What follows belongs to an exercise in optimizing a design on an open flow for small area; a production flow would make more cautious choices. Function was checked by simulation only, so behaviour that the tests miss may differ from the original. Power figures rest on the tool's default switching activity, not on a simulated workload.

## lagoon
// vga640x480
module vga640x480 (
    input wire dclk,
    input wire clr,
    input wire [4:0] cursor_x,
    input wire [4:0] cursor_y,
    input wire button1,
    input wire button2,
    output wire hsync,
    output wire vsync,
    output reg [2:0] red,
    output reg [2:0] green,
    output reg [1:0] blue
);
clock: 13.0 ns
lec_check: 0
cap_margin: 0
core_margin: 2
core_utilization: 70
place_density: 0.8
slew_margin: 0
standard.sh (not shown) runs the stock make flow with config.mk's settings and CLKGATE_MAP_FILE= SYNTH_SCRIPT=/design/flow/synth_recipe.tcl, a recipe that flattens the netlist after the stock synthesis.
==> flow/flow/run.sh <==
#!/bin/bash
# Layout flow: ORFS synthesis exactly as the standard one (synth_recipe.tcl),
# except that ABC maps the logic with an area-oriented script (flow/area.abc)
# instead of ORFS's speed script; then the standard layout from floorplan on.
# Registers are untouched by ABC; their names and cells are checked against
# the standard synthesis below, falling back to it if they differ.
set -euo pipefail
W=$(pwd)
F=$W/flow
R=$W/orfs/results/$FLOW_PLATFORM/vga640x480/base
# layout options: environment for the ORFS scripts and make variables
AREA_SYNTH_VARS=""
FINISH_VARS=""
if [ -f $F/env.sh ]; then source $F/env.sh; fi

# 1. the standard synthesis, for reference
bash standard.sh synth > $W/log_std_synth.txt 2>&1
cp $R/1_2_yosys.v $W/std_netlist.v

# 2. the same synthesis with the area script for ABC
cp -r $FLOW_HOME/scripts $W/scripts_area
cp $F/area.abc $W/scripts_area/abc_area.script
make -C $FLOW_HOME DESIGN_CONFIG=$FLOW_CONFIG WORK_HOME=$W/orfs_area CLKGATE_MAP_FILE= \
  SYNTH_SCRIPT=$W/synth_recipe.tcl SCRIPTS_DIR=$W/scripts_area ABC_AREA=1 $AREA_SYNTH_VARS \
  synth > $W/log_area_synth.txt 2>&1
A=$W/orfs_area/results/$FLOW_PLATFORM/vga640x480/base/1_2_yosys.v

# 3. same registers (instance name and cell) as the standard synthesis?
regs() { grep -oE '^ *sky130_fd_sc_hd__(df|ed|sd|se)[a-z0-9_]* +[^ ]+' "$1" | sed 's/  */ /g' | sort; }
if diff <(regs $W/std_netlist.v) <(regs $A) > $W/log_regdiff.txt && [ "$(regs $A | wc -l)" -gt 0 ]; then
  echo "using area netlist" > $W/log_choice.txt
  cp $A $R/1_2_yosys.v
  touch $R/1_2_yosys.v
else
  echo "registers differ: using standard netlist" > $W/log_choice.txt
fi

# 4. optionally upsize the drivers of high-fanout nets before placement
if [ -n "${UPSIZE_PER_LOAD_FF:-}" ]; then
  cp $R/1_2_yosys.v $W/pre_upsize_netlist.v
  python3 $F/upsize.py $FLOW_HOME/platforms/$FLOW_PLATFORM/lib/sky130_fd_sc_hd__tt_025C_1v80.lib \
    $W/pre_upsize_netlist.v $R/1_2_yosys.v $UPSIZE_PER_LOAD_FF > $W/log_upsize.txt 2>&1
  touch $R/1_2_yosys.v
fi
bash standard.sh $FINISH_VARS finish > $W/log_finish.txt 2>&1
==> flow/flow/env.sh <==
# Options for the layout steps, read by flow/run.sh.
# Environment for the ORFS scripts:
export BUFFER_PORTS_ARGS="-buffer_cell sky130_fd_sc_hd__buf_1"
export CTS_ARGS="-sink_clustering_enable -repair_clock_nets -dont_use_dummy_load -buf_list sky130_fd_sc_hd__clkbuf_8 -sink_clustering_size 18 -sink_clustering_max_diameter 45"
# make variables for the area synthesis and for the layout steps:
AREA_SYNTH_VARS="SYNTH_HIERARCHICAL=1 ADDER_MAP_FILE="
FINISH_VARS="MATCH_CELL_FOOTPRINT=0"
# estimated load per fanout pin (fF) for upsizing high-fanout drivers:
UPSIZE_PER_LOAD_FF=7
==> flow/flow/upsize.py <==
"""Upsizes the drivers of high-fanout nets in a Yosys netlist: each driver
becomes the smallest drive strength of its cell whose max_capacitance covers
an estimate of the net's load (pins plus wire). Flip-flops are left alone.
usage: upsize.py LIB IN OUT PER_LOAD_FF"""
import re, sys, collections
lib, src, dst, per = sys.argv[1], sys.argv[2], sys.argv[3], float(sys.argv[4])
L = open(lib).read()
cells = {}
for m in re.finditer(r'\n\s*cell\s*\(\s*"?(\w+)"?\s*\)\s*\{', L):
    body = L[m.end():m.end() + 200000]
    nxt = re.search(r'\n\s*cell\s*\(', body)
    if nxt: body = body[:nxt.start()]
    a = re.search(r'\barea\s*:\s*([\d.]+)', body)
    caps = [float(x) for x in re.findall(r'max_capacitance\s*:\s*([\d.]+)', body)]
    if a and caps: cells[m.group(1)] = (float(a.group(1)), min(caps))
dont = ('probe', 'lpflow')
t = open(src).read()
inst_re = re.compile(r'^(\s*)(sky130_fd_sc_hd__\w+)(\s+\S+\s*\()(.*?\);)', re.S | re.M)
outpins = {'X', 'Y', 'Q', 'Q_N', 'HI', 'LO', 'COUT', 'SUM'}
fo = collections.Counter()
for m in inst_re.finditer(t):
    for pin, net in re.findall(r'\.(\w+)\(([^()]*)\)', m.group(4)):
        if pin not in outpins: fo[net.strip()] += 1
changed = collections.Counter()
def repl(m):
    typ = m.group(2)
    if '__df' in typ or '__conb' in typ: return m.group(0)
    outs = [net.strip() for pin, net in re.findall(r'\.(\w+)\(([^()]*)\)', m.group(4)) if pin in outpins]
    if len(outs) != 1: return m.group(0)
    need = fo[outs[0]] * per / 1000.0
    base = re.sub(r'_\d+$', '', typ)
    if typ not in cells or cells[typ][1] >= need: return m.group(0)
    cands = [(a, c, n) for n, (a, c) in cells.items()
             if re.sub(r'_\d+$', '', n) == base and n != typ and c >= need and not any(d in n for d in dont)]
    if not cands: return m.group(0)
    a, c, n = min(cands)
    changed[(typ, n)] += 1
    return m.group(1) + n + m.group(3) + m.group(4)
t = inst_re.sub(repl, t)
open(dst, 'w').write(t)
for k, v in changed.items(): print(k, v)
Other scripts of this flow, unchanged in this note and not shown: flow/flow/area.abc
Edits applied to the flow inputs when going from lagoon to tundra:
# lagoon
export LEC_CHECK = 0
export CAP_MARGIN = 0
export CORE_MARGIN = 2
export CORE_UTILIZATION = 70
export PLACE_DENSITY = 0.8
export SLEW_MARGIN = 0
create_clock -name core_clock -period 13.0 [get_ports {dclk}]
# tundra
export LEC_CHECK = 0
export CAP_MARGIN = 0
export CORE_MARGIN = 2
export CORE_UTILIZATION = 75
export PLACE_DENSITY = 0.85
export SLEW_MARGIN = 0
create_clock -name core_clock -period 13.0 [get_ports {dclk}]
--- a/flow/flow/env.sh
+++ b/flow/flow/env.sh
@@ -8,2 +8,2 @@
 # estimated load per fanout pin (fF) for upsizing high-fanout drivers:
-UPSIZE_PER_LOAD_FF=7
+UPSIZE_PER_LOAD_FF=6
Results
tundra finished every step from synthesis to the final layout, and the layout passed the timing, design-rule and antenna checks. Delta (tundra minus lagoon): total length of routed met3 wires higher, maximum frequency lower, die area lower, power in combinational cells roughly the same. Worst setup path endpoint: red[1] -> tundra, blue[1] -> lagoon. [tundra vs lagoon] critical path depth: higher in tundra. Of tundra and lagoon, tundra shows the higher via count of the first global-routing pass, with lagoon below it. Compared with lagoon, in tundra period utilization higher; area occupied by multi-input gates decreased 230 µm²; final cell count climbed about 0.4%; share of the final layout cell area in multi-input gates lost 0.78 points; wire length per cell after detailed routing shows no meaningful change.
diff inputs: tundra => yarrow
# tundra
export LEC_CHECK = 0
export CAP_MARGIN = 0
export CORE_MARGIN = 2
export CORE_UTILIZATION = 75
export PLACE_DENSITY = 0.85
export SLEW_MARGIN = 0
create_clock -name core_clock -period 13.0 [get_ports {dclk}]
# yarrow
export LEC_CHECK = 0
export CAP_MARGIN = 0
export CORE_MARGIN = 2
export CORE_UTILIZATION = 65
export PLACE_DENSITY = 0.75
export SLEW_MARGIN = 0
create_clock -name core_clock -period 13.0 [get_ports {dclk}]
--- a/flow/flow/env.sh
+++ b/flow/flow/env.sh
@@ -5,5 +5,5 @@
 # make variables for the area synthesis and for the layout steps:
-AREA_SYNTH_VARS="SYNTH_HIERARCHICAL=1 ADDER_MAP_FILE="
+AREA_SYNTH_VARS="SYNTH_HIERARCHICAL=1"
 FINISH_VARS="MATCH_CELL_FOOTPRINT=0"
 # estimated load per fanout pin (fF) for upsizing high-fanout drivers:
-UPSIZE_PER_LOAD_FF=6
+UPSIZE_PER_LOAD_FF=7
Notes after the runs:
On post-detailed-routing wire length, the higher figure sits with yarrow, not tundra.
Between tundra and yarrow, the clock insertion delay at the later pin of the skew report is higher for yarrow.
Compared with tundra, in yarrow finished layout cell area rose by 1.4%; synthesized netlist cell count stayed essentially flat; core utilization of the finished layout fell by 10 points; relative area change from synthesis to final layout fell by 0.36 points; sequential portion of the cell area fell by 0.69 points.
#### Input delta (violet over yarrow)
# yarrow
export LEC_CHECK = 0
export CAP_MARGIN = 0
export CORE_MARGIN = 2
export CORE_UTILIZATION = 65
export PLACE_DENSITY = 0.75
export SLEW_MARGIN = 0
create_clock -name core_clock -period 13.0 [get_ports {dclk}]
# violet
export LEC_CHECK = 0
export CAP_MARGIN = 0
export CORE_MARGIN = 2
export CORE_UTILIZATION = 70
export PLACE_DENSITY = 0.8
export SLEW_MARGIN = 0
create_clock -name core_clock -period 13.0 [get_ports {dclk}]
--- a/flow/flow/run.sh
+++ b/flow/flow/run.sh
@@ -41,3 +41,3 @@
   python3 $F/upsize.py $FLOW_HOME/platforms/$FLOW_PLATFORM/lib/sky130_fd_sc_hd__tt_025C_1v80.lib \
-    $W/pre_upsize_netlist.v $R/1_2_yosys.v $UPSIZE_PER_LOAD_FF > $W/log_upsize.txt 2>&1
+    $W/pre_upsize_netlist.v $R/1_2_yosys.v $UPSIZE_PER_LOAD_FF ${UPSIZE_MIN_FANOUT:-} > $W/log_upsize.txt 2>&1
   touch $R/1_2_yosys.v
--- a/flow/flow/env.sh
+++ b/flow/flow/env.sh
@@ -5,5 +5,7 @@
 # make variables for the area synthesis and for the layout steps:
-AREA_SYNTH_VARS="SYNTH_HIERARCHICAL=1"
+AREA_SYNTH_VARS="SYNTH_HIERARCHICAL=1 ADDER_MAP_FILE="
 FINISH_VARS="MATCH_CELL_FOOTPRINT=0"
 # estimated load per fanout pin (fF) for upsizing high-fanout drivers:
-UPSIZE_PER_LOAD_FF=7
+UPSIZE_PER_LOAD_FF=6
+# drivers of this many pins or more always get a stronger cell:
+UPSIZE_MIN_FANOUT=20
--- a/flow/flow/upsize.py
+++ b/flow/flow/upsize.py
@@ -3,5 +3,8 @@
 an estimate of the net's load (pins plus wire). Flip-flops are left alone.
-usage: upsize.py LIB IN OUT PER_LOAD_FF"""
+A driver of MIN_FANOUT or more pins (if given) is always given a drive
+strength above its current one's max_capacitance.
+usage: upsize.py LIB IN OUT PER_LOAD_FF [MIN_FANOUT]"""
 import re, sys, collections
 lib, src, dst, per = sys.argv[1], sys.argv[2], sys.argv[3], float(sys.argv[4])
+min_fo = int(sys.argv[5]) if len(sys.argv) > 5 else 0
 L = open(lib).read()
@@ -31,3 +34,5 @@
     base = re.sub(r'_\d+$', '', typ)
-    if typ not in cells or cells[typ][1] >= need: return m.group(0)
+    if typ not in cells: return m.group(0)
+    if min_fo and fo[outs[0]] >= min_fo: need = max(need, cells[typ][1] + 1e-6)
+    if cells[typ][1] >= need: return m.group(0)
     cands = [(a, c, n) for n, (a, c) in cells.items()
==> summary.txt <==
Looking at switching share of power, violet sits 0.16 points lower than yarrow does. Clock-pin slew on the worst setup and hold paths across yarrow and violet: no real change. Area share of buffers outside the clock network of yarrow is on par with violet. Non-clock buffer count | violet below yarrow. [violet vs yarrow] final critical-path share of the clock period: lower in violet. Comparing yarrow and violet, the lower fraction of area in multi-input gates was measured on violet. Of yarrow and violet, the lower power after layout belongs to violet. Compared with yarrow, violet shows worst setup slack higher by 0.15 ns. In violet, clock buffer instance count of the final layout is lower than in yarrow. Layout-stage area growth over the synthesis result (higher): yarrow.
The inputs of garnet differ from those of violet as listed below.
# violet
export LEC_CHECK = 0
export CAP_MARGIN = 0
export CORE_MARGIN = 2
export CORE_UTILIZATION = 70
export PLACE_DENSITY = 0.8
export SLEW_MARGIN = 0
create_clock -name core_clock -period 13.0 [get_ports {dclk}]
# garnet
export LEC_CHECK = 0
export CAP_MARGIN = 0
export CORE_MARGIN = 2
export CORE_UTILIZATION = 65
export PLACE_DENSITY = 0.75
export SLEW_MARGIN = 0
create_clock -name core_clock -period 13.0 [get_ports {dclk}]
--- a/flow/flow/run.sh
+++ b/flow/flow/run.sh
@@ -41,3 +41,3 @@
   python3 $F/upsize.py $FLOW_HOME/platforms/$FLOW_PLATFORM/lib/sky130_fd_sc_hd__tt_025C_1v80.lib \
-    $W/pre_upsize_netlist.v $R/1_2_yosys.v $UPSIZE_PER_LOAD_FF ${UPSIZE_MIN_FANOUT:-} > $W/log_upsize.txt 2>&1
+    $W/pre_upsize_netlist.v $R/1_2_yosys.v $UPSIZE_PER_LOAD_FF > $W/log_upsize.txt 2>&1
   touch $R/1_2_yosys.v
--- a/flow/flow/env.sh
+++ b/flow/flow/env.sh
@@ -9,3 +9 @@
 UPSIZE_PER_LOAD_FF=6
-# drivers of this many pins or more always get a stronger cell:
-UPSIZE_MIN_FANOUT=20
--- a/flow/flow/upsize.py
+++ b/flow/flow/upsize.py
@@ -3,8 +3,5 @@
 an estimate of the net's load (pins plus wire). Flip-flops are left alone.
-A driver of MIN_FANOUT or more pins (if given) is always given a drive
-strength above its current one's max_capacitance.
-usage: upsize.py LIB IN OUT PER_LOAD_FF [MIN_FANOUT]"""
+usage: upsize.py LIB IN OUT PER_LOAD_FF"""
 import re, sys, collections
 lib, src, dst, per = sys.argv[1], sys.argv[2], sys.argv[3], float(sys.argv[4])
-min_fo = int(sys.argv[5]) if len(sys.argv) > 5 else 0
 L = open(lib).read()
@@ -34,5 +31,3 @@
     base = re.sub(r'_\d+$', '', typ)
-    if typ not in cells: return m.group(0)
-    if min_fo and fo[outs[0]] >= min_fo: need = max(need, cells[typ][1] + 1e-6)
-    if cells[typ][1] >= need: return m.group(0)
+    if typ not in cells or cells[typ][1] >= need: return m.group(0)
     cands = [(a, c, n) for n, (a, c) in cells.items()
## What came out
- garnet: no failed stages, no open violations at the end
- When the final numbers for violet and garnet were put side by side, the detail-routed via count per cell turned out to be greater in violet.
- Compared to violet, garnet was floorplanned on a bigger die.
- [garnet vs violet] number of global-route vias before repair: lower in garnet
- The higher final cell utilization of the core came out of violet.
- Where power consumption is concerned, violet is better than garnet.
- Higher clock transition at the registers of the reported paths goes to garnet over violet.
- In garnet, the number of clock-tree buffers in the layout came out 4 above the value in violet.
- Between violet and garnet, the detailed-route wire length on metal 1 is higher for garnet.
- Routed via count (lower): garnet
- | power share of the combinational group | garnet vs violet | ≈ equal |
- For final routed wire length divided by cell count, violet and garnet come out practically identical.

what the ideal ports hide:
The flow's constraints put no driver on any port. The routed layouts listed below were extracted and timed again, unchanged, in two steps.
Step 1: set_driving_cell puts a clkbuf_16 on dclk and a buf_2 on each other input, an assumption about the parent block.
Step 2 also shifts input and output timing later by t, the mid clock arrival at the registers, as if the neighbouring blocks saw the same clock.
Three values: ideal, step 1, step 2; two values: the first two.
run | shift t [ns] | setup slack, ns | slew at the worst register clock pin (ns)
lagoon | 0.744 | 5.727 / 5.701 / 5.701 | 0.11 / 0.11
tundra | 0.716 | 5.537 / 5.482 / 6.198 | 0.11 / 0.11
yarrow | 0.723 | 5.581 / 5.525 / 6.216 | 0.11 / 0.11
violet | 0.728 | 5.729 / 5.672 / 6.285 | 0.11 / 0.11
garnet | 0.729 | 5.656 / 5.601 / 6.264 | 0.11 / 0.11
After both steps every run listed still meets setup and hold. The setup slack of lagoon, which loses most, moves by -0.026 ns with the drivers and by -0.026 ns with both steps.
